Context: an optimization exercise on an open-source flow, tuned for small area, a short achievable clock period and few clock cycles. The choices shown serve that exercise and are no tape-out recipe. At most, simulation tests tie the RTL to the original design; equivalence was not proved. Function not checked in run 3: the RTL went through the layout flow alone.

$ cat flow/flow/run.sh
#!/bin/bash
# Standard layout, with repair_timing asked for extra setup slack so that the
# resizer shortens paths well below the clock period.
set -euo pipefail
bash standard.sh SETUP_SLACK_MARGIN=24.5 finish > flow.log 2>&1
$ cat flow/design.v
module kmeans_distance_unit (
    input  [7:0] px, py, pz,
    input  [7:0] qx, qy, qz,
    output [17:0] dist2
);
    wire [8:0] tx = {1'b0, px} - {1'b0, qx};
    wire [8:0] ty = {1'b0, py} - {1'b0, qy};
    wire [8:0] tz = {1'b0, pz} - {1'b0, qz};
    wire w1, w2, w3, w4, w5, w6, w7, w8, w9, w10, w11, w12, w13, w14, w15, w16, w17, w18, w19, w20, w21, w22, w23, w24, w25, w26, w27, w28, w29, w30, w31, w32, w33, w34, w35, w36, w37, w38, w39, w40, w41, w42, w43, w44, w45, w46, w47, w48, w49, w50, w51, w52, w53, w54, w55, w56, w57, w58, w59, w60, w61, w62, w63, w64, w65, w66, w67, w68, w69, w70, w71, w72, w73, w74, w75, w76, w77, w78, w79, w80, w81, w82, w83, w84, w85, w86, w87, w88, w89, w90, w91, w92, w93, w94, w95, w96, w97, w98, w99, w100, w101, w102, w103, w104, w105, w106, w107, w108, w109, w110, w111, w112, w113, w114, w115, w116, w117, w118, w119, w120, w121, w122, w123, w124, w125, w126, w127, w128, w129, w130, w131, w132, w133, w134, w135, w136, w137, w138, w139, w140, w141, w142, w143, w144, w145, w146, w147, w148, w149, w150, w151, w152, w153, w154, w155, w156, w157, w158, w159, w160, w161, w162, w163, w164, w165, w166, w167, w168, w169, w170, w171, w172, w173, w174, w175, w176, w177, w178, w179, w180, w181, w182, w183, w184, w185, w186, w187, w188, w189, w190, w191, w192, w193, w194, w195, w196, w197, w198, w199, w200, w201, w202, w203, w204, w205, w206, w207, w208, w209, w210, w211, w212, w213, w214, w215, w216, w217, w218, w219, w220, w221, w222, w223, w224;
    assign w1 = (tx[0] & tx[7]) ^ (tx[1] & tx[6]) ^ (tx[2] & tx[5]);
    assign w2 = ((tx[0] & tx[7]) & (tx[1] & tx[6])) | ((tx[0] & tx[7]) & (tx[2] & tx[5])) | ((tx[1] & tx[6]) & (tx[2] & tx[5]));
    assign w3 = (tx[1] & tx[7]) ^ (tx[2] & tx[6]);
    assign w4 = (tx[1] & tx[7]) & (tx[2] & tx[6]);
    assign w5 = (tx[2] & tx[7]) ^ (tx[3] & tx[6]) ^ (tx[4] & tx[5]);
    assign w6 = ((tx[2] & tx[7]) & (tx[3] & tx[6])) | ((tx[2] & tx[7]) & (tx[4] & tx[5])) | ((tx[3] & tx[6]) & (tx[4] & tx[5]));
    assign w7 = tx[5] ^ ~(tx[8] & tx[1]) ^ (ty[2] & ty[7]);
    assign w8 = (tx[5] & ~(tx[8] & tx[1])) | (tx[5] & (ty[2] & ty[7])) | (~(tx[8] & tx[1]) & (ty[2] & ty[7]));
    assign w9 = (tx[0] & tx[5]) ^ (tx[1] & tx[4]) ^ (tx[2] & tx[3]);
    assign w10 = ((tx[0] & tx[5]) & (tx[1] & tx[4])) | ((tx[0] & tx[5]) & (tx[2] & tx[3])) | ((tx[1] & tx[4]) & (tx[2] & tx[3]));
    assign w11 = tx[3] ^ (ty[0] & ty[5]);
    assign w12 = tx[3] & (ty[0] & ty[5]);
    assign w13 = (tx[0] & tx[6]) ^ (tx[1] & tx[5]) ^ (tx[2] & tx[4]);
    assign w14 = ((tx[0] & tx[6]) & (tx[1] & tx[5])) | ((tx[0] & tx[6]) & (tx[2] & tx[4])) | ((tx[1] & tx[5]) & (tx[2] & tx[4]));
    assign w15 = (tx[3] & tx[4]) ^ tx[4] ^ (ty[0] & ty[7]);
    assign w16 = ((tx[3] & tx[4]) & tx[4]) | ((tx[3] & tx[4]) & (ty[0] & ty[7])) | (tx[4] & (ty[0] & ty[7]));
    assign w17 = (ty[1] & ty[6]) ^ (ty[2] & ty[5]) ^ (ty[3] & ty[4]);
    assign w18 = ((ty[1] & ty[6]) & (ty[2] & ty[5])) | ((ty[1] & ty[6]) & (ty[3] & ty[4])) | ((ty[2] & ty[5]) & (ty[3] & ty[4]));
    assign w19 = ty[4] ^ (tz[0] & tz[7]);
    assign w20 = ty[4] & (tz[0] & tz[7]);
    assign w21 = (tx[3] & tx[5]) ^ ~(tx[8] & tx[0]) ^ (ty[1] & ty[7]);
    assign w22 = ((tx[3] & tx[5]) & ~(tx[8] & tx[0])) | ((tx[3] & tx[5]) & (ty[1] & ty[7])) | (~(tx[8] & tx[0]) & (ty[1] & ty[7]));
    assign w23 = (ty[2] & ty[6]) ^ (ty[3] & ty[5]) ^ ~(ty[8] & ty[0]);
    assign w24 = ((ty[2] & ty[6]) & (ty[3] & ty[5])) | ((ty[2] & ty[6]) & ~(ty[8] & ty[0])) | ((ty[3] & ty[5]) & ~(ty[8] & ty[0]));
    assign w25 = (tz[1] & tz[7]) ^ (tz[2] & tz[6]) ^ (tz[3] & tz[5]);
    assign w26 = ((tz[1] & tz[7]) & (tz[2] & tz[6])) | ((tz[1] & tz[7]) & (tz[3] & tz[5])) | ((tz[2] & tz[6]) & (tz[3] & tz[5]));
    assign w27 = ~(tz[8] & tz[0]) ^ 1'b1;
    assign w28 = ~(tz[8] & tz[0]) & 1'b1;
    assign w29 = (ty[3] & ty[6]) ^ (ty[4] & ty[5]) ^ ty[5];
    assign w30 = ((ty[3] & ty[6]) & (ty[4] & ty[5])) | ((ty[3] & ty[6]) & ty[5]) | ((ty[4] & ty[5]) & ty[5]);
    assign w31 = ~(ty[8] & ty[1]) ^ (tz[2] & tz[7]) ^ (tz[3] & tz[6]);
    assign w32 = (~(ty[8] & ty[1]) & (tz[2] & tz[7])) | (~(ty[8] & ty[1]) & (tz[3] & tz[6])) | ((tz[2] & tz[7]) & (tz[3] & tz[6]));
    assign w33 = (tz[4] & tz[5]) ^ tz[5] ^ ~(tz[8] & tz[1]);
    assign w34 = ((tz[4] & tz[5]) & tz[5]) | ((tz[4] & tz[5]) & ~(tz[8] & tz[1])) | (tz[5] & ~(tz[8] & tz[1]));
    assign w35 = 1'b1 ^ w5 ^ w7;
    assign w36 = (1'b1 & w5) | (1'b1 & w7) | (w5 & w7);
    assign w37 = (tx[3] & tx[7]) ^ (tx[4] & tx[6]) ^ ~(tx[8] & tx[2]);
    assign w38 = ((tx[3] & tx[7]) & (tx[4] & tx[6])) | ((tx[3] & tx[7]) & ~(tx[8] & tx[2])) | ((tx[4] & tx[6]) & ~(tx[8] & tx[2]));
    assign w39 = (ty[3] & ty[7]) ^ (ty[4] & ty[6]) ^ ~(ty[8] & ty[2]);
    assign w40 = ((ty[3] & ty[7]) & (ty[4] & ty[6])) | ((ty[3] & ty[7]) & ~(ty[8] & ty[2])) | ((ty[4] & ty[6]) & ~(ty[8] & ty[2]));
    assign w41 = (tz[3] & tz[7]) ^ (tz[4] & tz[6]) ^ ~(tz[8] & tz[2]);
    assign w42 = ((tz[3] & tz[7]) & (tz[4] & tz[6])) | ((tz[3] & tz[7]) & ~(tz[8] & tz[2])) | ((tz[4] & tz[6]) & ~(tz[8] & tz[2]));
    assign w43 = (tx[4] & tx[7]) ^ (tx[5] & tx[6]) ^ tx[6];
    assign w44 = ((tx[4] & tx[7]) & (tx[5] & tx[6])) | ((tx[4] & tx[7]) & tx[6]) | ((tx[5] & tx[6]) & tx[6]);
    assign w45 = ~(tx[8] & tx[3]) ^ (ty[4] & ty[7]) ^ (ty[5] & ty[6]);
    assign w46 = (~(tx[8] & tx[3]) & (ty[4] & ty[7])) | (~(tx[8] & tx[3]) & (ty[5] & ty[6])) | ((ty[4] & ty[7]) & (ty[5] & ty[6]));
    assign w47 = ty[6] ^ ~(ty[8] & ty[3]) ^ (tz[4] & tz[7]);
    assign w48 = (ty[6] & ~(ty[8] & ty[3])) | (ty[6] & (tz[4] & tz[7])) | (~(ty[8] & ty[3]) & (tz[4] & tz[7]));
    assign w49 = (tx[0] & tx[3]) ^ (tx[1] & tx[2]) ^ tx[2];
    assign w50 = ((tx[0] & tx[3]) & (tx[1] & tx[2])) | ((tx[0] & tx[3]) & tx[2]) | ((tx[1] & tx[2]) & tx[2]);
    assign w51 = (ty[0] & ty[3]) ^ (ty[1] & ty[2]);
    assign w52 = (ty[0] & ty[3]) & (ty[1] & ty[2]);
    assign w53 = (tx[0] & tx[4]) ^ (tx[1] & tx[3]) ^ (ty[0] & ty[4]);
    assign w54 = ((tx[0] & tx[4]) & (tx[1] & tx[3])) | ((tx[0] & tx[4]) & (ty[0] & ty[4])) | ((tx[1] & tx[3]) & (ty[0] & ty[4]));
    assign w55 = (ty[1] & ty[4]) ^ (ty[2] & ty[3]) ^ ty[3];
    assign w56 = ((ty[1] & ty[4]) & (ty[2] & ty[3])) | ((ty[1] & ty[4]) & ty[3]) | ((ty[2] & ty[3]) & ty[3]);
    assign w57 = (tz[0] & tz[5]) ^ (tz[1] & tz[4]) ^ (tz[2] & tz[3]);
    assign w58 = ((tz[0] & tz[5]) & (tz[1] & tz[4])) | ((tz[0] & tz[5]) & (tz[2] & tz[3])) | ((tz[1] & tz[4]) & (tz[2] & tz[3]));
    assign w59 = (ty[0] & ty[6]) ^ (ty[1] & ty[5]) ^ (ty[2] & ty[4]);
    assign w60 = ((ty[0] & ty[6]) & (ty[1] & ty[5])) | ((ty[0] & ty[6]) & (ty[2] & ty[4])) | ((ty[1] & ty[5]) & (ty[2] & ty[4]));
    assign w61 = (tz[0] & tz[6]) ^ (tz[1] & tz[5]) ^ (tz[2] & tz[4]);
    assign w62 = ((tz[0] & tz[6]) & (tz[1] & tz[5])) | ((tz[0] & tz[6]) & (tz[2] & tz[4])) | ((tz[1] & tz[5]) & (tz[2] & tz[4]));
    assign w63 = w13 ^ w10;
    assign w64 = w13 & w10;
    assign w65 = (tz[1] & tz[6]) ^ (tz[2] & tz[5]) ^ (tz[3] & tz[4]);
    assign w66 = ((tz[1] & tz[6]) & (tz[2] & tz[5])) | ((tz[1] & tz[6]) & (tz[3] & tz[4])) | ((tz[2] & tz[5]) & (tz[3] & tz[4]));
    assign w67 = tz[4] ^ w1 ^ w15;
    assign w68 = (tz[4] & w1) | (tz[4] & w15) | (w1 & w15);
    assign w69 = w17 ^ w19 ^ w14;
    assign w70 = (w17 & w19) | (w17 & w14) | (w19 & w14);
    assign w71 = w3 ^ w2 ^ w21;
    assign w72 = (w3 & w2) | (w3 & w21) | (w2 & w21);
    assign w73 = w23 ^ w25 ^ w27;
    assign w74 = (w23 & w25) | (w23 & w27) | (w25 & w27);
    assign w75 = w16 ^ w18 ^ w20;
    assign w76 = (w16 & w18) | (w16 & w20) | (w18 & w20);
    assign w77 = w4 ^ w29 ^ w31;
    assign w78 = (w4 & w29) | (w4 & w31) | (w29 & w31);
    assign w79 = w33 ^ w35 ^ w22;
    assign w80 = (w33 & w35) | (w33 & w22) | (w35 & w22);
    assign w81 = w24 ^ w26 ^ w28;
    assign w82 = (w24 & w26) | (w24 & w28) | (w26 & w28);
    assign w83 = w6 ^ w8 ^ w37;
    assign w84 = (w6 & w8) | (w6 & w37) | (w8 & w37);
    assign w85 = w39 ^ w41 ^ w30;
    assign w86 = (w39 & w41) | (w39 & w30) | (w41 & w30);
    assign w87 = w32 ^ w34 ^ w36;
    assign w88 = (w32 & w34) | (w32 & w36) | (w34 & w36);
    assign w89 = (tz[5] & tz[6]) ^ tz[6] ^ ~(tz[8] & tz[3]);
    assign w90 = ((tz[5] & tz[6]) & tz[6]) | ((tz[5] & tz[6]) & ~(tz[8] & tz[3])) | (tz[6] & ~(tz[8] & tz[3]));
    assign w91 = w43 ^ w45 ^ w47;
    assign w92 = (w43 & w45) | (w43 & w47) | (w45 & w47);
    assign w93 = w38 ^ w40 ^ w42;
    assign w94 = (w38 & w40) | (w38 & w42) | (w40 & w42);
    assign w95 = (tx[5] & tx[7]) ^ ~(tx[8] & tx[4]) ^ (ty[5] & ty[7]);
    assign w96 = ((tx[5] & tx[7]) & ~(tx[8] & tx[4])) | ((tx[5] & tx[7]) & (ty[5] & ty[7])) | (~(tx[8] & tx[4]) & (ty[5] & ty[7]));
    assign w97 = ~(ty[8] & ty[4]) ^ (tz[5] & tz[7]) ^ ~(tz[8] & tz[4]);
    assign w98 = (~(ty[8] & ty[4]) & (tz[5] & tz[7])) | (~(ty[8] & ty[4]) & ~(tz[8] & tz[4])) | ((tz[5] & tz[7]) & ~(tz[8] & tz[4]));
    assign w99 = w44 ^ w46 ^ w48;
    assign w100 = (w44 & w46) | (w44 & w48) | (w46 & w48);
    assign w101 = (tx[6] & tx[7]) ^ tx[7] ^ ~(tx[8] & tx[5]);
    assign w102 = ((tx[6] & tx[7]) & tx[7]) | ((tx[6] & tx[7]) & ~(tx[8] & tx[5])) | (tx[7] & ~(tx[8] & tx[5]));
    assign w103 = (ty[6] & ty[7]) ^ ty[7] ^ ~(ty[8] & ty[5]);
    assign w104 = ((ty[6] & ty[7]) & ty[7]) | ((ty[6] & ty[7]) & ~(ty[8] & ty[5])) | (ty[7] & ~(ty[8] & ty[5]));
    assign w105 = (tz[6] & tz[7]) ^ tz[7] ^ ~(tz[8] & tz[5]);
    assign w106 = ((tz[6] & tz[7]) & tz[7]) | ((tz[6] & tz[7]) & ~(tz[8] & tz[5])) | (tz[7] & ~(tz[8] & tz[5]));
    assign w107 = (tx[0] & tx[1]) ^ tx[1] ^ (ty[0] & ty[1]);
    assign w108 = ((tx[0] & tx[1]) & tx[1]) | ((tx[0] & tx[1]) & (ty[0] & ty[1])) | (tx[1] & (ty[0] & ty[1]));
    assign w109 = ty[2] ^ (tz[0] & tz[3]) ^ (tz[1] & tz[2]);
    assign w110 = (ty[2] & (tz[0] & tz[3])) | (ty[2] & (tz[1] & tz[2])) | ((tz[0] & tz[3]) & (tz[1] & tz[2]));
    assign w111 = (ty[1] & ty[3]) ^ (tz[0] & tz[4]) ^ (tz[1] & tz[3]);
    assign w112 = ((ty[1] & ty[3]) & (tz[0] & tz[4])) | ((ty[1] & ty[3]) & (tz[1] & tz[3])) | ((tz[0] & tz[4]) & (tz[1] & tz[3]));
    assign w113 = w53 ^ w50;
    assign w114 = w53 & w50;
    assign w115 = tz[3] ^ w9 ^ w11;
    assign w116 = (tz[3] & w9) | (tz[3] & w11) | (w9 & w11);
    assign w117 = w55 ^ w57 ^ w54;
    assign w118 = (w55 & w57) | (w55 & w54) | (w57 & w54);
    assign w119 = w12 ^ w59 ^ w61;
    assign w120 = (w12 & w59) | (w12 & w61) | (w59 & w61);
    assign w121 = w63 ^ w56 ^ w58;
    assign w122 = (w63 & w56) | (w63 & w58) | (w56 & w58);
    assign w123 = w65 ^ w67 ^ w69;
    assign w124 = (w65 & w67) | (w65 & w69) | (w67 & w69);
    assign w125 = w60 ^ w62 ^ w64;
    assign w126 = (w60 & w62) | (w60 & w64) | (w62 & w64);
    assign w127 = w71 ^ w73 ^ w75;
    assign w128 = (w71 & w73) | (w71 & w75) | (w73 & w75);
    assign w129 = w66 ^ w68 ^ w70;
    assign w130 = (w66 & w68) | (w66 & w70) | (w68 & w70);
    assign w131 = w77 ^ w79 ^ w81;
    assign w132 = (w77 & w79) | (w77 & w81) | (w79 & w81);
    assign w133 = w72 ^ w74 ^ w76;
    assign w134 = (w72 & w74) | (w72 & w76) | (w74 & w76);
    assign w135 = w83 ^ w85 ^ w87;
    assign w136 = (w83 & w85) | (w83 & w87) | (w85 & w87);
    assign w137 = w78 ^ w80 ^ w82;
    assign w138 = (w78 & w80) | (w78 & w82) | (w80 & w82);
    assign w139 = w89 ^ w91 ^ w93;
    assign w140 = (w89 & w91) | (w89 & w93) | (w91 & w93);
    assign w141 = w84 ^ w86 ^ w88;
    assign w142 = (w84 & w86) | (w84 & w88) | (w86 & w88);
    assign w143 = w95 ^ w97 ^ w99;
    assign w144 = (w95 & w97) | (w95 & w99) | (w97 & w99);
    assign w145 = w90 ^ w92 ^ w94;
    assign w146 = (w90 & w92) | (w90 & w94) | (w92 & w94);
    assign w147 = w101 ^ w103 ^ w105;
    assign w148 = (w101 & w103) | (w101 & w105) | (w103 & w105);
    assign w149 = w96 ^ w98 ^ w100;
    assign w150 = (w96 & w98) | (w96 & w100) | (w98 & w100);
    assign w151 = ~(tx[8] & tx[6]) ^ ~(ty[8] & ty[6]) ^ ~(tz[8] & tz[6]);
    assign w152 = (~(tx[8] & tx[6]) & ~(ty[8] & ty[6])) | (~(tx[8] & tx[6]) & ~(tz[8] & tz[6])) | (~(ty[8] & ty[6]) & ~(tz[8] & tz[6]));
    assign w153 = w102 ^ w104 ^ w106;
    assign w154 = (w102 & w104) | (w102 & w106) | (w104 & w106);
    assign w155 = tx[8] ^ ~(tx[8] & tx[7]) ^ ty[8];
    assign w156 = (tx[8] & ~(tx[8] & tx[7])) | (tx[8] & ty[8]) | (~(tx[8] & tx[7]) & ty[8]);
    assign w157 = ~(ty[8] & ty[7]) ^ tz[8] ^ ~(tz[8] & tz[7]);
    assign w158 = (~(ty[8] & ty[7]) & tz[8]) | (~(ty[8] & ty[7]) & ~(tz[8] & tz[7])) | (tz[8] & ~(tz[8] & tz[7]));
    assign w159 = ty[1] ^ (tz[0] & tz[1]);
    assign w160 = ty[1] & (tz[0] & tz[1]);
    assign w161 = (tx[0] & tx[2]) ^ (ty[0] & ty[2]) ^ (tz[0] & tz[2]);
    assign w162 = ((tx[0] & tx[2]) & (ty[0] & ty[2])) | ((tx[0] & tx[2]) & (tz[0] & tz[2])) | ((ty[0] & ty[2]) & (tz[0] & tz[2]));
    assign w163 = tz[2] ^ w49 ^ w51;
    assign w164 = (tz[2] & w49) | (tz[2] & w51) | (w49 & w51);
    assign w165 = w52 ^ w111 ^ w113;
    assign w166 = (w52 & w111) | (w52 & w113) | (w111 & w113);
    assign w167 = w115 ^ w117 ^ w112;
    assign w168 = (w115 & w117) | (w115 & w112) | (w117 & w112);
    assign w169 = w119 ^ w121 ^ w116;
    assign w170 = (w119 & w121) | (w119 & w116) | (w121 & w116);
    assign w171 = w123 ^ w125 ^ w120;
    assign w172 = (w123 & w125) | (w123 & w120) | (w125 & w120);
    assign w173 = w127 ^ w129 ^ w124;
    assign w174 = (w127 & w129) | (w127 & w124) | (w129 & w124);
    assign w175 = w131 ^ w133 ^ w128;
    assign w176 = (w131 & w133) | (w131 & w128) | (w133 & w128);
    assign w177 = w135 ^ w137 ^ w132;
    assign w178 = (w135 & w137) | (w135 & w132) | (w137 & w132);
    assign w179 = w139 ^ w141 ^ w136;
    assign w180 = (w139 & w141) | (w139 & w136) | (w141 & w136);
    assign w181 = w143 ^ w145 ^ w140;
    assign w182 = (w143 & w145) | (w143 & w140) | (w145 & w140);
    assign w183 = w147 ^ w149 ^ w144;
    assign w184 = (w147 & w149) | (w147 & w144) | (w149 & w144);
    assign w185 = w151 ^ w153 ^ w148;
    assign w186 = (w151 & w153) | (w151 & w148) | (w153 & w148);
    assign w187 = w155 ^ w157 ^ w152;
    assign w188 = (w155 & w157) | (w155 & w152) | (w157 & w152);
    assign w189 = 1'b1 ^ w156;
    assign w190 = 1'b1 & w156;
    assign w191 = tx[0] ^ ty[0];
    assign w192 = tx[0] & ty[0];
    assign w193 = tz[1] ^ w107;
    assign w194 = tz[1] & w107;
    assign w195 = w108 ^ w161 ^ w160;
    assign w196 = (w108 & w161) | (w108 & w160) | (w161 & w160);
    assign w197 = w109 ^ w163 ^ w162;
    assign w198 = (w109 & w163) | (w109 & w162) | (w163 & w162);
    assign w199 = w110 ^ w165 ^ w164;
    assign w200 = (w110 & w165) | (w110 & w164) | (w165 & w164);
    assign w201 = w114 ^ w167 ^ w166;
    assign w202 = (w114 & w167) | (w114 & w166) | (w167 & w166);
    assign w203 = w118 ^ w169 ^ w168;
    assign w204 = (w118 & w169) | (w118 & w168) | (w169 & w168);
    assign w205 = w122 ^ w171 ^ w170;
    assign w206 = (w122 & w171) | (w122 & w170) | (w171 & w170);
    assign w207 = w126 ^ w173 ^ w172;
    assign w208 = (w126 & w173) | (w126 & w172) | (w173 & w172);
    assign w209 = w130 ^ w175 ^ w174;
    assign w210 = (w130 & w175) | (w130 & w174) | (w175 & w174);
    assign w211 = w134 ^ w177 ^ w176;
    assign w212 = (w134 & w177) | (w134 & w176) | (w177 & w176);
    assign w213 = w138 ^ w179 ^ w178;
    assign w214 = (w138 & w179) | (w138 & w178) | (w179 & w178);
    assign w215 = w142 ^ w181 ^ w180;
    assign w216 = (w142 & w181) | (w142 & w180) | (w181 & w180);
    assign w217 = w146 ^ w183 ^ w182;
    assign w218 = (w146 & w183) | (w146 & w182) | (w183 & w182);
    assign w219 = w150 ^ w185 ^ w184;
    assign w220 = (w150 & w185) | (w150 & w184) | (w185 & w184);
    assign w221 = w154 ^ w187 ^ w186;
    assign w222 = (w154 & w187) | (w154 & w186) | (w187 & w186);
    assign w223 = w158 ^ w189 ^ w188;
    assign w224 = (w158 & w189) | (w158 & w188) | (w189 & w188);
    wire [17:0] ra = {w223, w221, w219, w217, w215, w213, w211, w209, w207, w205, w203, w201, w199, w197, w195, w159, w192, tz[0]};
    wire [17:0] rb = {w222, w220, w218, w216, w214, w212, w210, w208, w206, w204, w202, w200, w198, w196, w194, w193, 1'b0, w191};
    assign dist2 = ra + rb;
endmodule
module kmeans_dist3 (
    input  [23:0] p,
    input  [71:0] c,
    output [53:0] d
);
    kmeans_distance_unit DU0(p[7:0], p[15:8], p[23:16], c[7:0],   c[15:8],  c[23:16], d[17:0]);
    kmeans_distance_unit DU1(p[7:0], p[15:8], p[23:16], c[31:24], c[39:32], c[47:40], d[35:18]);
    kmeans_distance_unit DU2(p[7:0], p[15:8], p[23:16], c[55:48], c[63:56], c[71:64], d[53:36]);
endmodule
module kmeans_argmin3 (
    input  [53:0] d,
    output [1:0]  label
);
    wire [17:0] d0 = d[17:0], d1 = d[35:18], d2 = d[53:36];
    wire le01 = d0 <= d1;
    wire le02 = d0 <= d2;
    wire le12 = d1 <= d2;
    assign label = (le01 && le02) ? 2'd0 : (le12 ? 2'd1 : 2'd2);
endmodule
module kmeans_point_memory #(
    parameter P  = 4,
    parameter R  = 8,
    parameter RW = 3
)(
    input clk,
    input  [RW-1:0]   rot,
    output [24*P-1:0] head,
    output [24*P-1:0] tail,
    input         pwe,
    input  [4:0]  paddr,
    input  [23:0] pdata
);
    wire [RW-1:0] prow = paddr / P;
    wire [RW-1:0] tgt  = prow - rot - 1'b1;
    genvar b, r;
    generate
        for (b = 0; b < P; b = b + 1) begin : g_bank
            wire bwe = pwe && (paddr % P) == b;
            wire [24*R-1:0] rows;
            for (r = 0; r < R; r = r + 1) begin : g_row
                reg [23:0] q;
                always @(posedge clk)
                    q <= (bwe && tgt == r) ? pdata : rows[24*((r + 1) % R) +: 24];
                assign rows[24*r +: 24] = q;
            end
            assign head[24*b +: 24] = rows[0 +: 24];
            assign tail[24*b +: 24] = rows[24*(R-1) +: 24];
        end
    endgenerate
endmodule
module kmeans_acc_div (
    input clk,
    input acc,
    input first,
    input [9:0] add,
    input div,
    input [5:0] n,
    output [3:0] q
);
    reg [12:0] sum;
    wire [12:0] r7 = sum;
    wire [6:0]  t7 = {1'b0, r7[12:7]} - {1'b0, n};
    wire [12:0] r6 = t7[6] ? r7 : {t7[5:0], r7[6:0]};
    wire [6:0]  t6 = {1'b0, r6[11:6]} - {1'b0, n};
    wire [12:0] r5 = t6[6] ? r6 : {1'b0, t6[5:0], r6[5:0]};
    wire [6:0]  t5 = {1'b0, r5[10:5]} - {1'b0, n};
    wire [12:0] r4 = t5[6] ? r5 : {2'b0, t5[5:0], r5[4:0]};
    wire [6:0]  t4 = {1'b0, r4[9:4]} - {1'b0, n};
    wire [12:0] r3 = t4[6] ? r4 : {3'b0, t4[5:0], r4[3:0]};
    assign q = {~t7[6], ~t6[6], ~t5[6], ~t4[6]};
    always @(posedge clk) begin
        if (acc)
            sum <= (first ? 13'd0 : sum) + {3'b0, add};
        else if (div)
            sum <= {r3[8:0], 4'b0};
    end
endmodule
module kmeans_top #(
    parameter N    = 32,
    parameter ITER = 10
)(
    input clk,
    input rst,
    input        ld_valid,
    input  [4:0] ld_addr,
    input  [7:0] ld_x,
    input  [7:0] ld_y,
    input  [7:0] ld_z,
    input  start,
    output busy,
    output done,
    output [2*N-1:0] labels,
    output [71:0]    centroids
);
    localparam P  = 2;           
    localparam R  = N / P;       
    localparam RW = (R <= 2) ? 1 : (R <= 4) ? 2 : (R <= 8) ? 3 : (R <= 16) ? 4 : 5;
    reg busy_r, done_r;
    reg s1;                      
    reg [RW-1:0] row;            
    reg [RW-1:0] rot;            
    reg [RW-1:0] hrow2;          
    reg v2, first2, last2;       
    reg d1, d2;                  
    reg pw;                      
    reg [3:0] iter;
    assign busy = busy_r;
    assign done = done_r;
    wire ld = ld_valid && !busy_r;
    wire go = start && !busy_r;
    reg        ldv_q;
    reg [4:0]  lda_q;
    reg [23:0] ldd_q;
    always @(posedge clk or posedge rst)
        if (rst) ldv_q <= 1'b0;
        else     ldv_q <= ld;
    always @(posedge clk) begin
        lda_q <= ld_addr;
        ldd_q <= {ld_z, ld_y, ld_x};
    end
    reg        pv2;              
    reg [4:0]  lda_q2;
    reg [23:0] ldd_q2;
    reg        pre_first;        
    reg [N-1:0] loaded;
    reg        dup;
    always @(posedge clk or posedge rst)
        if (rst) pv2 <= 1'b0;
        else     pv2 <= ldv_q;
    always @(posedge clk) begin
        lda_q2 <= lda_q;
        ldd_q2 <= ldd_q;
    end
    always @(posedge clk or posedge rst)
        if (rst) begin
            loaded <= 0;
            dup <= 1'b0;
            pre_first <= 1'b1;
        end else begin
            if (go) begin
                loaded <= 0;
                dup <= 1'b0;
            end else if (ldv_q) begin
                loaded[lda_q] <= 1'b1;
                if (loaded[lda_q]) dup <= 1'b1;
            end
            if (s1 || d1) pre_first <= 1'b1;
            else if (pv2) pre_first <= 1'b0;
        end
    wire [N-1:0] loaded_now = loaded | ({{(N-1){1'b0}}, ldv_q} << lda_q);
    wire use_pre = (&loaded_now) && !dup && !(ldv_q && loaded[lda_q]);
    wire [24*P-1:0] head, tail;
    kmeans_point_memory #(.P(P), .R(R), .RW(RW)) PM (
        .clk(clk), .rot(rot), .head(head), .tail(tail),
        .pwe(ldv_q), .paddr(lda_q), .pdata(ldd_q)
    );
    wire [71:0] cvec;
    assign centroids = cvec;
    wire [2*P-1:0] lab;          
    genvar l, r;
    generate
        for (l = 0; l < P; l = l + 1) begin : g_lane
            wire [53:0] d;
            reg  [53:0] d_q;
            wire [23:0] pin;
            if (l == 0) begin : g_pin
                assign pin = busy_r ? head[23:0] : ldd_q;
            end else begin : g_pin
                assign pin = head[24*l +: 24];
            end
            kmeans_dist3 DU (.p(pin), .c(cvec), .d(d));
            always @(posedge clk)
                d_q <= d;
            kmeans_argmin3 AM (.d(d_q), .label(lab[2*l +: 2]));
        end
    endgenerate
    wire [2*P-1:0] lrow [0:R-1];
    generate
        for (r = 0; r < R; r = r + 1) begin : g_lrow
            for (l = 0; l < P; l = l + 1) begin : g_lcol
                reg [1:0] q;
                always @(posedge clk)
                    if (v2 && hrow2 == r) q <= lab[2*l +: 2];
                    else if (pv2 && lda_q2 == r * P + l) q <= lab[1:0];
                assign lrow[r][2*l +: 2] = q;
                assign labels[2*(r*P + l) +: 2] = q;
            end
        end
    endgenerate
    wire [2*P-1:0] lab_prev = lrow[hrow2];    
    genvar k, c;
    wire acc = v2 || pv2;
    wire first = v2 ? first2 : pre_first;
    generate
        for (k = 0; k < 3; k = k + 1) begin : g_cl
            wire [P-1:0] m;
            for (l = 0; l < P; l = l + 1) begin : g_m
                assign m[l] = (lab[2*l +: 2] == k) && (v2 || (l == 0 && pv2));
            end
            reg [2:0] pc;
            integer j;
            always @(*) begin
                pc = 0;
                for (j = 0; j < P; j = j + 1) pc = pc + m[j];
            end
            reg [5:0] cnt;
            always @(posedge clk)
                if (acc) cnt <= (first ? 6'd0 : cnt) + pc;
            for (c = 0; c < 3; c = c + 1) begin : g_co
                reg [9:0] s;
                integer jj;
                always @(*) begin
                    s = 0;
                    for (jj = 0; jj < P; jj = jj + 1)
                        s = s + (m[jj] ? ((jj == 0 && !v2) ? ldd_q2[8*c +: 8] : tail[24*jj + 8*c +: 8]) : 8'd0);
                end
                wire [3:0] q;
                kmeans_acc_div AD (
                    .clk(clk), .acc(acc), .first(first), .add(s),
                    .div(d1), .n(cnt), .q(q)
                );
                localparam [71:0] INIT = {8'd71, 8'd21, 8'd90, 8'd51, 8'd50, 8'd50, 8'd10, 8'd50, 8'd12};
                wire upd = (d1 || d2) && cnt != 0;
                reg [7:0] cr;
                always @(posedge clk) begin
                    if (go || ld)
                        cr <= INIT[24*k + 8*c +: 8];
                    else if (upd) begin
                        if (d1) cr[7:4] <= q;
                        else    cr[3:0] <= q;
                    end
                end
                assign cvec[24*k + 8*c +: 8] = cr;
            end
        end
    endgenerate
    wire lab_chg_row = (lab != lab_prev);
    reg  lab_chg;
    wire lab_chg_all = lab_chg || lab_chg_row || iter == 0;
    wire pass_end = v2 && last2;
    wire fin_lab = pass_end && !lab_chg_all;
    wire fin_div = d2 && iter == ITER - 1;
    always @(posedge clk)
        if (v2) lab_chg <= (first2 ? 1'b0 : lab_chg) || lab_chg_row;
    always @(posedge clk or posedge rst) begin
        if (rst) begin
            busy_r <= 1'b0;
            done_r <= 1'b0;
            s1 <= 1'b0;
            row <= 0;
            rot <= 0;
            hrow2 <= 0;
            v2 <= 1'b0;
            first2 <= 1'b0;
            last2 <= 1'b0;
            d1 <= 1'b0;
            d2 <= 1'b0;
            pw <= 1'b0;
            iter <= 4'd0;
        end else begin
            rot <= rot + 1'b1;
            hrow2 <= rot;
            v2 <= s1;
            first2 <= (row == 0);
            last2 <= (row == R - 1);
            pw <= go && use_pre;
            d1 <= (pass_end && !fin_lab) || pw;
            d2 <= d1;
            if (go) begin
                busy_r <= 1'b1;
                done_r <= 1'b0;
                s1 <= !use_pre;
                row <= 0;
                iter <= 4'd0;
            end else if (ld) begin
                done_r <= 1'b0;
            end
            if (s1) begin
                row <= row + 1'b1;
                if (row == R - 1) s1 <= 1'b0;
            end
            if (fin_lab) begin
                busy_r <= 1'b0;
                done_r <= 1'b1;
            end
            if (d2) begin
                if (fin_div) begin
                    busy_r <= 1'b0;
                    done_r <= 1'b1;
                end else begin
                    iter <= iter + 1'b1;
                    s1 <= 1'b1;
                    row <= 0;
                end
            end
        end
    end
endmodule
$ cat flow/config.mk
export PLATFORM = sky130hd
export DESIGN_NAME = kmeans_top
export DESIGN_NICKNAME = kmeans_top
export VERILOG_FILES = /design/flow/design.v
export SDC_FILE = /design/flow/constraint.sdc
export NUM_CORES = 4
export LEC_CHECK = 0
export CAP_MARGIN = 20
export CORE_MARGIN = 2
export CORE_UTILIZATION = 40
export SLEW_MARGIN = 20
$ cat flow/constraint.sdc
create_clock -name core_clock -period 32.0 [get_ports {clk}]
set_input_delay 6.4000 -clock core_clock [delete_from_list [all_inputs] [get_ports {clk}]]
set_output_delay 6.4000 -clock core_clock [all_outputs]
set_load 0.01 [all_outputs]
$ cat flow/standard.sh
#!/bin/bash
# synth_recipe.tcl (not shown) runs the flow's synth.tcl, then flattens the netlist and writes it again
# the make line also repeats each setting of config.mk as NAME=value (left out here)
make -C /OpenROAD-flow-scripts/flow DESIGN_CONFIG=/design/flow/config.mk WORK_HOME=/design/flow/orfs CLKGATE_MAP_FILE= SYNTH_SCRIPT=/design/flow/synth_recipe.tcl "${@:-finish}"
==> flow_summary.ini, run 1 <==
[placement]
globalplace.congestion = 0.9732
hpwl_mm = 213.6
post-place-cells = 11880
portBuffers = 170

[synth]
synth_edf_count = 200
yosysWarnings = 3
yosysSeqAreaShare_pct = 31.30
syn_inst = 8902
yosys.area.top_type = dfxtp_1
syn_nets = 10360
synthTopCellsByArea = dfxtp_1 (23%), fa_1 (15%), mux2_2 (11%)
synthFlopType = dfxtp_1
synth-seq-cells = 1267
syn_avg_cell_area_um2 = 9.931
async_flop_share_pct = 4.815
synthDistinctLibCells = 95
synth_area_mm2 = 0.08841
yosysTopAreaCellShare_pct = 22.78

[critical_path]
critPathKind = flop to output pin
path_max_fanout = 2
slowest_delay_ns = 0.49
r2r_end = g_lane[0].d_q[16]
crit_path_cell_trace = buf_2
crit-reg2reg-launch = busy_r
slowest_stage = edfxtp_1
critPathRequiredTime_ns = 25.60
crit_arrival_ns = 1.51
r2r_slack_ns = 24.51
setup.worst_path.start_class = flop
endpoint_kind = output pin
reg2regPathDepth = 33
crit_family = flip-flops
path_buf_inv = 1

[cts]
clk_pin_slew_worst_paths_ns = 0.06
root_buffer = clkbuf_16
cts_inserted_buffers = 143
clk_path_buf_depth = 3
h-tree-depth = 4
hold_buffers = 0
clk_latency_ns = 0.83
numClockSinks = 1267
cts_tree = done

[timing]
post-route-period-util_pct = 24.72
fin_setup_tns_ns = 0
finalSetupViolCount = 0
fin_skew_ns = 0.07774
hold_slack_ns = 0.4237
hold_viol = 0
fin_crit_ns = 7.910
drv_slew = 0
max_freq_ghz = 0.1264
tightest_slew_ns = 1.164
max_slew_margin_pct = 21.99
rsz0062_at_grt = yes

[die]
ios = 171
row_count = 172
dieWidth_um = 474.1
start_util_pct = 40.24
dieArea_mm2 = 0.2248
core_area_mm2 = 0.2197
die_y_um = 474.1

[grt]
grt_max_degree = 76
gr-usage-met2_pct = 40.61
met1_usage_pct = 32.99
grt_util_met3_pct = 4.841
antenna_found_initial = 11
grt_pass1_wl_mm = 426.0
grt_usage_pct = 25.17
gr-total-overflow = 0
first_global_vias = 66870
busiest_layer = met2

[cells_and_area]
fill_cells = 20540
final_cell_mix = inv_1 (1035), dfxtp_1 (911), mux2_2 (862)
area_growth_pct = 16.46
layout.nets = 10810
final_common_cell = inv_1
seq_area_mm2 = 0.02796
final_util_pct = 46.86
multi_input_area_mm2 = 0.05720
final_cells = 12430
drive_gt1_share_pct = 22.17

[hold_path]
min_from = PM.g_bank[1].g_row[4].q[1]
hold_path_end = PM.g_bank[1].g_row[3].q[1]
holdCritPathClass = flop to flop
hold-path-cell-count = 1

[detailed_routing]
ant_nets = 0
viasPerCell = 5.342
drc = 0
dr.first_iter.drc_count = 4673
drt_pass1_iterations = 6
route.vias.total = 66390
wl_mm = 288.6
wl_per_cell_um = 23.22

[job]
cap_violations = 0

[outcome]
run_status = complete, no violations
-- how the worst max path moves through the flow --
stage | from | to | slack (ns) | cells past startpoint
5_1_grt | g_lrow[0].g_lcol[1].q[1] | labels[3] | 24.06 | 1
2_1_floorplan | g_cl[1].cnt[1] | g_cl[1].g_co[1].AD.sum[8] | 24.43 | 30
3_3_place_gp | g_cl[1].cnt[1] | g_cl[1].g_co[1].AD.sum[12] | 22.62 | 29
6_report | g_lrow[2].g_lcol[1].q[1] | labels[11] | 24.09 | 1
3_5_place_dp | g_cl[1].cnt[1] | g_cl[1].g_co[1].AD.sum[12] | 22.71 | 29
4_1_cts | g_lrow[2].g_lcol[1].q[1] | labels[11] | 24.06 | 1
-- cells in the mapped netlist (10+ instances only) --
master,n
and3_1,36
nor3b_1,10
and2_1,136
nand2_1,643
xnor2_1,328
o2111ai_1,10
mux2_2,867
a31oi_1,43
o21bai_1,57
inv_1,1055
o22ai_1,19
mux2i_1,83
o21a_1,47
nand2b_1,89
a221oi_1,13
a21boi_0,26
o31ai_1,25
a21o_1,139
edfxtp_1,200
fa_1,659
a211oi_1,65
o21ai_0,238
or3_1,18
o21ai_1,19
buf_1,10
a211o_1,16
dfrtp_1,60
nor2_1,768
nand4_1,35
nand3_1,104
a21oi_1,407
clkbuf_1,232
xor2_1,141
buf_2,46
nor3_1,91
nand3b_1,11
dfxtp_1,1006
nor2b_1,128
ha_1,765
o211ai_1,62
or2_2,28
-- state kept, by name, indices dropped and copies added (netlist names), 4 cells and up --
name and cells:
g_cl.g_co.cr 72, row 4, rot 4, ldd_q 24, g_cl.cnt 18, lda_q2 5
g_lrow.g_lcol.q 64, hrow2 4, PM.g_bank.g_row.q 768, ldd_q2 24, g_lane.d_q 108, loaded 32
g_cl.g_co.AD.sum 117, lda_q 5, iter 4
-- what timing repair did --
action,in CTS,in global routing
endpoints found under the hold margin,0,0
resized for setup,948,239
endpoints found under the setup margin,288,258
pin swaps,18,97
gates cloned,3,5
setup buffers,126,153
-- worst reg2reg max path: cells and delay by family (launching register included) --
family	cells	cell delay [ns]
flip-flops	1	0.43
buffers and inverters	10	1.15
multiplexers	1	0.28
AO/OA/AOI/OAI	7	1.14
AND/OR/NAND/NOR	5	0.70
XOR/XNOR	2	0.43
adder cells (fa/ha/maj)	8	3.23
-- through the flow --
stage               setup WS (ns)  instance area (µm²)
CTS                         24.06               100700
finish                      24.09               103000
detailed placement          22.71                93860
global placement            22.62                93850
floorplan                   24.43                88430
global route                24.06               103000
-- final cells by class --
cell class                 count  area share, %
antenna                        2       0.004861
clock buffer                 188          3.796
clock inverter                74          1.049
inverter                    1059          3.898
multi-input combinational   6283          55.55
sequential                  1267          27.15
tap                         2958          3.595
timing repair buffer         596          4.945
timing repair inverter         1       0.004861
-- kinds of logic after synthesis --
logic type / share of synthesized area, %
mux: 12.10
fa+ha+maj: 25.75
flops: 31.30
simple gates: 10.95
xor+xnor: 4.672
buf+inv: 5.878
compound gates: 9.356
-- metal layers --
layer / share of wire, % / vias up
met5: 0 / -
met4: 4.4 / 0
met3: 6.8 / 472
met2: 46 / 1991
met1: 43 / 33260
li1: - / 30670
Testbench counts, summed over its fixed seeds: cycles 10,356.
==> run 2: changes to the inputs <==
--- a/flow/config.mk
+++ b/flow/config.mk
@@ -6,6 +6,8 @@
 export NUM_CORES = 4
 export LEC_CHECK = 0
+export ABC_AREA = 1
 export CAP_MARGIN = 20
 export CORE_MARGIN = 2
-export CORE_UTILIZATION = 40
+export CORE_UTILIZATION = 55
+export CTS_CLUSTER_SIZE = 30
 export SLEW_MARGIN = 20
==> flow_summary.ini, run 2 <==
[outcome]
run_status = complete, no violations

[cells_and_area]
final_cells = 13160
layout.nets = 12450
area_growth_pct = 12.17
final_common_cell = nand2_1
multi_input_area_mm2 = 0.05254
largestRegisters = PM.g_bank.g_row.q (768), g_cl.g_co.AD.sum (117), g_lane.d_q (108)
final_cell_mix = nand2_1 (2424), inv_1 (1449), o21ai_0 (1248)
top_register = PM.g_bank.g_row.q
fill_cells = 13910
largest_reg_flops = 768
drive_gt1_share_pct = 8.368
seq_area_mm2 = 0.02791
final_util_pct = 62.29

[cts]
clk_latency_ns = 0.81
root_buffer = clkbuf_16
cts_tree = done
clk_path_buf_depth = 3
numClockSinks = 1267
hold_buffers = 0
clk_pin_slew_worst_paths_ns = 0.06
h-tree-depth = 4
cts_inserted_buffers = 135

[detailed_routing]
viasPerCell = 5.523
wl_met2_mm = 123.3
met1_length_mm = 116.8
route.vias.total = 72700
top_layer = met5
wl_mm = 276.0
route.met3.wl_mm = 22.20
drc = 0
dr.first_iter.drc_count = 6210
wl_per_cell_um = 20.97
ant_nets = 0
drt_pass1_iterations = 6

[grt]
grt_usage_pct = 33.76
antenna_found_initial = 9
first_global_vias = 69930
gr-total-overflow = 0
grt_max_degree = 80
grt_pass1_wl_mm = 417.7

[job]
cap_violations = 0

[die]
dieArea_mm2 = 0.1613
die_y_um = 401.6
ios = 171
row_count = 145
core_area_mm2 = 0.1566
start_util_pct = 55.53
dieWidth_um = 401.6

[synth]
yosys.area.top_type = dfxtp_1
async_flop_share_pct = 4.815
syn_inst = 10730
synth_edf_count = 200
synth-seq-cells = 1267
yosysSeqAreaShare_pct = 31.83
synthDistinctLibCells = 60
syn_nets = 12190
synthTopCellsByCount = nand2_1 (2428), inv_1 (1465), o21ai_0 (1281)
yosysWarnings = 3
synth_most_common_cell = nand2_1
syn_avg_cell_area_um2 = 8.104
synth_area_mm2 = 0.08694
synthTopCellsByArea = dfxtp_1 (23%), fa_1 (15%), ha_1 (11%)
yosysTopAreaCellShare_pct = 23.16
synthFlopType = dfxtp_1

[critical_path]
critPathKind = flop to output pin
path_max_fanout = 2
crit_path_cell_trace = buf_2
slowest_stage = edfxtp_1
slowest_delay_ns = 0.50
crit_arrival_ns = 1.45
endpoint_kind = output pin
critPathRequiredTime_ns = 25.60
path_buf_inv = 1
setup.worst_path.start_class = flop
crit_family = flip-flops

[timing]
finalSetupViolCount = 0
post-route-period-util_pct = 24.54
fin_setup_tns_ns = 0
fin_crit_ns = 7.854
rsz0062_at_grt = yes
setup_slack_ns = 24.15
hold_viol = 0
hold_slack_ns = 0.3429
max_slew_margin_pct = 23.47
max_freq_ghz = 0.1273
tightest_slew_ns = 1.136
fin_skew_ns = 0.07226
drv_slew = 0

[placement]
post-place-cells = 12700
hpwl_mm = 210.5
portBuffers = 170
place_ws_ns = 23.50
globalplace.congestion = 0.9875

[hold_path]
holdCritPathClass = flop to flop
[run 2: cell families after synthesis]
kind of cell | after synthesis | synth area share, %
simple gates | 3636 | 16.55
compound gates | 2144 | 13.04
buf+inv | 1856 | 8.312
fa+ha+maj | 1424 | 26.18
flops | 1267 | 31.83
xor+xnor | 395 | 4.022
mux | 6 | 0.06908
[run 2: final cells by class]
type	instances	area share, %
clock buffers	191	4.089
diodes	2	0.005132
multi-input cells	7605	53.88
well taps	2058	2.640
clock inverters	56	0.7339
repair buffers	490	4.247
repair inverters	1	0.007698
flip-flops and latches	1267	28.62
inverters	1492	5.782
[run 2: per-stage QoR]
stage / instance area, µm²
3_5_place_dp: 90480
5_1_grt: 97520
3_3_place_gp: 90480
4_1_cts: 96130
6_report: 97520
2_1_floorplan: 86950
[run 2: path summary, 6_finish.rpt]
path,slack (ns),cells past startpoint,startpoint,end
setup / recovery,24.15,1,g_lrow[0].g_lcol[0].q[1],labels[1]
hold / removal,0.34,0,ldd_q[2],ldd_q2[2]
setup reg to reg,24.67,24,busy_r,g_lane[0].d_q[53]
hold reg to reg,0.34,0,ldd_q[2],ldd_q2[2]
max in group asynchronous,25.12,3,rst,busy_r
min in group asynchronous,6.19,3,rst,loaded[12]
[run 2: what timing repair did]
action / in CTS / in global routing
buffers inserted: 100 / 105
cloned: 1 / 4
hold endpoints to repair: 0 / 0
pin swaps: 0 / 8
gates resized for setup: 841 / 106
setup endpoints to repair: 283 / 228
[run 2: routing by layer]
layer  up-vias  track usage (%)
met2      2570            53.30
met4         2            14.47
met3       512            6.927
li1      34860                -
met5         -                0
met1     34750            45.00
[run 2: worst reg2reg max path, cell delays in order (launching register included)]
cell	delay (ns)
dfrtp_2	0.43
buf_4	0.16
buf_4	0.16
bufbuf_16	0.32
o21ai_1	0.80
ha_1	0.43
a21oi_1	0.15
a21boi_1	0.38
clkinv_1	0.36
nor2_1	0.22
fa_1	0.46
fa_1	0.58
fa_1	0.44
fa_1	0.47
fa_1	0.53
inv_1	0.05
ha_1	0.34
a21oi_1	0.24
o21ai_0	0.12
nand2_1	0.07
o2111ai_1	0.16
a21oi_1	0.23
inv_1	0.06
nand2_1	0.06
nand2_1	0.05
==> run 3: changes to the inputs <==
--- a/flow/design.v
+++ b/flow/design.v
@@ -332,5 +332,5 @@
     localparam P  = 2;           
     localparam R  = N / P;       
-    localparam RW = (R <= 2) ? 1 : (R <= 4) ? 2 : (R <= 8) ? 3 : (R <= 16) ? 4 : 5;
+    localparam RW = $clog2(R);
     reg busy_r, done_r;
     reg s1;                      
@@ -435,5 +435,5 @@
                 assign m[l] = (lab[2*l +: 2] == k) && (v2 || (l == 0 && pv2));
             end
-            reg [2:0] pc;
+            reg [$clog2(P+1)-1:0] pc;
             integer j;
             always @(*) begin
==> flow/flow/run.sh (replaced) <==
#!/bin/bash
# Standard layout, with repair_timing asked for extra setup slack so that the
# resizer shortens paths well below the clock period.
set -euo pipefail
bash standard.sh SETUP_SLACK_MARGIN=24 finish > flow.log 2>&1
--- a/flow/config.mk
+++ b/flow/config.mk
@@ -6,8 +6,6 @@
 export NUM_CORES = 4
 export LEC_CHECK = 0
-export ABC_AREA = 1
 export CAP_MARGIN = 20
 export CORE_MARGIN = 2
-export CORE_UTILIZATION = 55
-export CTS_CLUSTER_SIZE = 30
+export CORE_UTILIZATION = 40
 export SLEW_MARGIN = 20
==> flow_summary.ini, run 3 <==
[critical_path]
critPathKind = flop to output pin
r2r_end = g_lane[1].d_q[52]
crit-reg2reg-launch = PM.g_bank[1].g_row[0].q[8]
cp-startpoint = busy_r
crit_path_cell_trace = buf_4, buf_2
reg2regPathDepth = 26
critPathRequiredTime_ns = 25.60
setup.worst_path.start_class = flop
slowest_stage = dfrtp_2
r2r_slack_ns = 24.30
endpoint_kind = output pin
slowest_delay_ns = 0.45
crit_arrival_ns = 1.58
path_max_fanout = 4

[synth]
yosysSeqAreaShare_pct = 31.30
yosys.area.top_type = dfxtp_1
synthDistinctLibCells = 95
syn_avg_cell_area_um2 = 9.931
yosysWarnings = 3
synthTopCellsByArea = dfxtp_1 (23%), fa_1 (15%), mux2_2 (11%)
syn_nets = 10360
syn_inst = 8902
synth_area_mm2 = 0.08841
synthFlopType = dfxtp_1
synth-seq-cells = 1267
synth_edf_count = 200
yosysTopAreaCellShare_pct = 22.78
synth_most_common_cell = inv_1
async_flop_share_pct = 4.815
synthTopCellsByCount = inv_1 (1055), dfxtp_1 (1006), mux2_2 (867)

[cells_and_area]
final_cell_mix = inv_1 (1045), dfxtp_1 (915), mux2_2 (867)
largest_reg_flops = 768
largestRegisters = PM.g_bank.g_row.q (768), g_cl.g_co.AD.sum (117), g_lane.d_q (108)
drive_gt1_share_pct = 17.67
area_growth_pct = 13.33
top_register = PM.g_bank.g_row.q
final_util_pct = 45.60
final_common_cell = inv_1
final_cells = 12240
layout.nets = 10610
fill_cells = 20790

[cts]
clk_latency_ns = 0.82
root_buffer = clkbuf_16
cts_tree = done
h-tree-depth = 4
cts_inserted_buffers = 141
numClockSinks = 1267
hold_buffers = 0
clk_pin_slew_worst_paths_ns = 0.06
clk_path_buf_depth = 3

[timing]
hold_slack_ns = 0.4251
hold_viol = 0
finalSetupViolCount = 0
fin_skew_ns = 0.07571
fin_crit_ns = 7.977
rsz0062_at_grt = yes
max_freq_ghz = 0.1254
post-route-period-util_pct = 24.93
fin_setup_tns_ns = 0
drv_slew = 0
max_slew_margin_pct = 20.87
tightest_slew_ns = 1.179

[job]
cap_violations = 0

[detailed_routing]
wl_per_cell_um = 23.00
route.vias.total = 65010
drc = 0
dr.first_iter.drc_count = 5087
ant_nets = 0
wl_mm = 281.5
drt_pass1_iterations = 6
viasPerCell = 5.313

[die]
ios = 171
core_area_mm2 = 0.2197
start_util_pct = 40.24
dieWidth_um = 474.1
row_count = 172
die_y_um = 474.1
dieArea_mm2 = 0.2248

[placement]
globalplace.congestion = 0.9479
portBuffers = 170
hpwl_mm = 214.9
post-place-cells = 11870

[grt]
grt_usage_pct = 24.84
grt_pass1_wl_mm = 420.6
gr-total-overflow = 0
antenna_found_initial = 25
first_global_vias = 65760
grt_max_degree = 63

[hold_path]
min_from = PM.g_bank[1].g_row[1].q[22]
hold_path_end = PM.g_bank[1].g_row[0].q[22]
holdCritPathClass = flop to flop
hold-path-cell-count = 1

[outcome]
run_status = complete, no violations
==> run 3: how the worst max path moves through the flow <==
stage | endpoint | slack [ns] | depth (start not counted)
after floorplan | busy_r | 24.09 | 1
after global placement | g_cl[0].g_co[0].AD.sum[9] | 23.09 | 30
after detailed placement | g_cl[1].g_co[0].AD.sum[10] | 23.09 | 31
after CTS | labels[42] | 24.00 | 1
after global routing | busy | 23.95 | 2
final | busy | 24.02 | 2
==> run 3: kinds of logic (layout without fill, tap and decap cells) <==
logic type / after synthesis / after routing / synth area share [%]
and+or+nand+nor: 2136 / 2136 / 10.95
other: 0 / 10 / 0
buffers and inverters: 1356 / 1722 / 5.878
xor gates and xnor gates: 470 / 470 / 4.672
muxes: 955 / 955 / 12.10
AOI/OAI and AO/OA: 1294 / 1295 / 9.356
adders and majority gates: 1424 / 1424 / 25.75
DFF: 1267 / 1267 / 31.30
==> run 3: area by class of cell <==
cell class	instances	area, µm²	area share [%]
Clock buffer	189	3981	3.974
Clock inverter	71	1076	1.074
Multi-Input combinational cell	6280	56150	56.04
Tap cell	2958	3701	3.694
Timing Repair Buffer	403	3349	3.343
Sequential cell	1267	27900	27.84
Inverter	1059	4011	4.004
Antenna cell	10	25.02	0.02498
==> run 3: critical path: cells and delay by family, from the launching register on <==
family	cells	cell delay (ns)
flops	1	0.45
buf+inv	2	0.32
==> run 3: what timing repair did <==
action / in CTS / in global routing
pin swaps: 0 / 9
buffers inserted: 37 / 53
resized for setup: 379 / 71
endpoints found under the setup margin: 212 / 81
gates cloned: 0 / 2
==> run 3: layer usage <==
| layer | vias up | track usage, % | part of all wire (%) |
|---|---|---|---|
| met5 | - | 0 | 0.031 |
| li1 | 30270 | - | - |
| met2 | 1947 | 39.66 | 45 |
| met4 | 12 | 8.483 | 3.6 |
| met3 | 413 | 4.101 | 6.4 |
| met1 | 32380 | 33.96 | 45 |
==> run 3: stage by stage <==
step	area, µm²	setup slack (ns)
finish	100200	24.02
global route	100200	23.95
CTS	99380	24.00
detailed placement	93830	23.09
global placement	93800	23.09
floorplan	88410	24.09
==> run 4: changes to the inputs <==
--- a/flow/design.v
+++ b/flow/design.v
@@ -288,5 +288,4 @@
 module kmeans_acc_div (
     input clk,
-    input acc,
     input first,
     input [9:0] add,
@@ -307,8 +306,8 @@
     assign q = {~t7[6], ~t6[6], ~t5[6], ~t4[6]};
     always @(posedge clk) begin
-        if (acc)
-            sum <= (first ? 13'd0 : sum) + {3'b0, add};
-        else if (div)
+        if (div)
             sum <= {r3[8:0], 4'b0};
+        else
+            sum <= (first ? 13'd0 : sum) + {3'b0, add};
     end
 endmodule
@@ -332,5 +331,5 @@
     localparam P  = 2;           
     localparam R  = N / P;       
-    localparam RW = $clog2(R);
+    localparam RW = (R <= 2) ? 1 : (R <= 4) ? 2 : (R <= 8) ? 3 : (R <= 16) ? 4 : 5;
     reg busy_r, done_r;
     reg s1;                      
@@ -417,6 +416,7 @@
             for (l = 0; l < P; l = l + 1) begin : g_lcol
                 reg [1:0] q;
-                always @(posedge clk)
-                    if (v2 && hrow2 == r) q <= lab[2*l +: 2];
+                always @(posedge clk or posedge rst)
+                    if (rst) q <= 2'd0;
+                    else if (v2 && hrow2 == r) q <= lab[2*l +: 2];
                     else if (pv2 && lda_q2 == r * P + l) q <= lab[1:0];
                 assign lrow[r][2*l +: 2] = q;
@@ -427,6 +427,5 @@
     wire [2*P-1:0] lab_prev = lrow[hrow2];    
     genvar k, c;
-    wire acc = v2 || pv2;
-    wire first = v2 ? first2 : pre_first;
+    wire first = v2 ? first2 : (pv2 && pre_first);
     generate
         for (k = 0; k < 3; k = k + 1) begin : g_cl
@@ -435,5 +434,5 @@
                 assign m[l] = (lab[2*l +: 2] == k) && (v2 || (l == 0 && pv2));
             end
-            reg [$clog2(P+1)-1:0] pc;
+            reg [2:0] pc;
             integer j;
             always @(*) begin
@@ -443,5 +442,5 @@
             reg [5:0] cnt;
             always @(posedge clk)
-                if (acc) cnt <= (first ? 6'd0 : cnt) + pc;
+                cnt <= (first ? 6'd0 : cnt) + pc;
             for (c = 0; c < 3; c = c + 1) begin : g_co
                 reg [9:0] s;
@@ -454,5 +453,5 @@
                 wire [3:0] q;
                 kmeans_acc_div AD (
-                    .clk(clk), .acc(acc), .first(first), .add(s),
+                    .clk(clk), .first(first), .add(s),
                     .div(d1), .n(cnt), .q(q)
                 );
==> flow/flow/run.sh (replaced) <==
#!/bin/bash
# Standard layout, with repair_timing asked for extra setup slack so that the
# resizer shortens paths well below the clock period.
set -euo pipefail
bash standard.sh SETUP_SLACK_MARGIN=24.5 finish > flow.log 2>&1
--- a/flow/config.mk
+++ b/flow/config.mk
@@ -6,6 +6,10 @@
 export NUM_CORES = 4
 export LEC_CHECK = 0
+export ABC_AREA = 1
 export CAP_MARGIN = 20
 export CORE_MARGIN = 2
-export CORE_UTILIZATION = 40
+export CORE_UTILIZATION = 62
+export CTS_CLUSTER_DIAMETER = 120
+export CTS_CLUSTER_SIZE = 24
+export PLACE_DENSITY = 0.7
 export SLEW_MARGIN = 20
==> flow_summary.ini, run 4 <==
[outcome]
run_status = complete, no violations

[die]
core_area_mm2 = 0.1378
start_util_pct = 62.66
dieWidth_um = 377.2
dieArea_mm2 = 0.1423
die_y_um = 377.2
ios = 171
row_count = 136

[grt]
grt_usage_pct = 37.67
first_global_vias = 72750
gr-total-overflow = 0
grt_max_degree = 82
grt_pass1_wl_mm = 412.3
antenna_found_initial = 7

[timing]
finalSetupViolCount = 0
hold_slack_ns = 0.3443
post-route-period-util_pct = 24.26
hold_viol = 0
fin_crit_ns = 7.762
rsz0062_at_grt = yes
fin_setup_tns_ns = 0
fin_skew_ns = 0.05998
setup_slack_ns = 24.24
max_slew_margin_pct = 23.84
drv_slew = 0
max_freq_ghz = 0.1288
tightest_slew_ns = 1.131

[detailed_routing]
drt_pass1_iterations = 7
route.vias.total = 74660
dr.first_iter.drc_count = 7017
ant_nets = 0
viasPerCell = 5.798
wl_mm = 270.3
wl_per_cell_um = 20.99
drc = 0

[critical_path]
crit_family = flip-flops
critPathKind = flop to output pin
crit_arrival_ns = 1.36
path_buf_inv = 1
endpoint_kind = output pin
slowest_stage = dfrtp_1
setup.worst_path.start_class = flop
critPathRequiredTime_ns = 25.60
cp.depth = 1
crit_path_cell_trace = buf_2
path_max_fanout = 2
slowest_delay_ns = 0.46
reg2regPathDepth = 32

[synth]
synthDistinctLibCells = 60
synthTopCellsByCount = nand2_1 (2494), inv_1 (1489), dfxtp_1 (1141)
synth_area_mm2 = 0.08636
syn_nets = 12350
async_flop_share_pct = 9.866
yosysTopAreaCellShare_pct = 26.45
syn_inst = 10890
yosys.area.top_type = dfxtp_1
synth-seq-cells = 1267
yosysWarnings = 3
syn_avg_cell_area_um2 = 7.930
yosysSeqAreaShare_pct = 30.11
synth_most_common_cell = nand2_1
synthTopCellsByArea = dfxtp_1 (26%), fa_1 (15%), ha_1 (11%)
synth_edf_count = 1
synthFlopType = dfxtp_1

[cts]
h-tree-depth = 3
root_buffer = clkbuf_16
numClockSinks = 1267
hold_buffers = 0
clk_latency_ns = 0.74
clk_pin_slew_worst_paths_ns = 0.11
clk_path_buf_depth = 3
cts_inserted_buffers = 66
cts_tree = done

[placement]
globalplace.congestion = 1.020
portBuffers = 170
hpwl_mm = 206.1
place_area_mm2 = 0.08930
place_ws_ns = 23.14

[cells_and_area]
layout.nets = 12520
final_common_cell = nand2_1
stdcell_area_mm2 = 0.09358
final_cell_mix = nand2_1 (2486), inv_1 (1476), o21ai_0 (1112)
largest_reg_flops = 768
antenna_cells = 0
top_register = PM.g_bank.g_row.q
area_growth_pct = 8.361
drive_gt1_share_pct = 7.328
largestRegisters = PM.g_bank.g_row.q (768), g_cl.g_co.AD.sum (117), g_lane.d_q (108)

[hold_path]
holdCritPathClass = flop to flop
hold-path-cell-count = 0

[job]
cap_violations = 0
run 4: cell types whose count changed after synthesis, sizes merged, moves of 122 or more:
cell,delta
a21oi,+182
and2,-122
dfxtp,+135
edfxtp,-199
inv,+448
mux2,-868
nand2,+1851
nand3,+156
nor2b,-129
o21ai,+1074
xnor2,-178
run 4: cell families (layout without fill, tap and decap cells):
group	count (synthesis)	in the layout	share of synthesized area (%)
adders and majority gates	1427	1427	26.39
AOI/OAI and AO/OA	2194	2194	13.61
xor gates and xnor gates	380	380	3.923
buffers and inverters	1884	2075	8.684
muxes	7	7	0.08114
and+or+nand+nor	3731	3731	17.20
DFF	1267	1267	30.11
run 4: worst paths after layout:
check	from	endpoint	slack (ns)
worst min-delay path	ldd_q[15]	ldd_q2[15]	0.34
worst max-delay path	g_lrow[10].g_lcol[1].q[0]	labels[42]	24.24
min in group asynchronous	rst	g_lrow[6].g_lcol[0].q[0]	6.19
worst min register to register	ldd_q[15]	ldd_q2[15]	0.34
worst max register to register	busy_r	g_lane[0].d_q[17]	24.62
max in group asynchronous	rst	d1	24.69
run 4: area by class of cell:
cell class,instances,area [µm²]
inverters,1511,5699
flip-flops and latches,1267,26200
repair buffers,470,3894
well taps,1794,2245
clock inverters,19,389.1
multi-input cells,7739,53460
repair inverters,1,7.507
clock buffers,74,1682
fillers,11730,44250
run 4: routing by layer:
layer | routed length, µm | track usage, %
met1 | 106800 | 47.52
met2 | 121200 | 60.43
met3 | 24480 | 7.758
met4 | 17720 | 20.98
met5 | 69 | 0
run 4: per-stage QoR:
| step | utilization, % | std cells |
|---|---|---|
| floorplan | - | 10890 |
| global placement | 64.79 | 12590 |
| detailed placement | 64.79 | 12590 |
| CTS | 67.01 | 12800 |
| global route | 67.89 | 12880 |
| finish | 67.89 | 12880 |
run 4: what timing repair did:
action                     in CTS  in global routing
resized for setup             778                138
pin swaps                       0                 17
cloned                          1                  3
buffers inserted              121                 70
setup endpoints to repair     368                262
run 4: worst reg2reg max path, delay by kind of cell, from the launching register on:
| family | cells | cell delay [ns] |
|---|---|---|
| AO/OA/AOI/OAI | 6 | 0.91 |
| flip-flops | 1 | 0.38 |
| buffers and inverters | 8 | 0.93 |
| AND/OR/NAND/NOR | 10 | 1.67 |
| adder cells (fa/ha/maj) | 8 | 3.33 |
Testbench counts of run 4, summed over its fixed seeds: cycles 10,356.

-- what the ideal ports hide --
The flow's constraints put no driver on any port. The routed layouts listed below were extracted and timed again, unchanged, in two steps. Step 1, drivers: a clkbuf_16 drives clk and a buf_2 each remaining input, both assumed. Step 2 adds t to the input delays and takes it off the output delays; t is the mean of the earliest and latest rising clock arrival at the registers after step 1. Input paths then give back, and output paths get back, about the clock's delay inside the block. a / b / c = ideal / step 1 / step 2; a / b = the first two.
run	t, ns	setup WS [ns]	slew at the worst register clock pin (ns)	worst slew at a driven data input, ns
run 1	0.881	24.090 / 24.004 / 23.732	0.08 / 0.08	0.05
run 2	0.872	24.146 / 24.051 / 23.770	0.07 / 0.07	0.08
run 3	0.877	24.023 / 23.936 / 23.424	0.07 / 0.07	0.08
run 4	0.798	24.238 / 24.152 / 23.878	0.11 / 0.11	0.04
After both steps setup and hold are still met in every run listed. For run 3, which loses most, drivers alone change the setup slack by -0.087 ns; drivers and shift together by -0.599 ns.
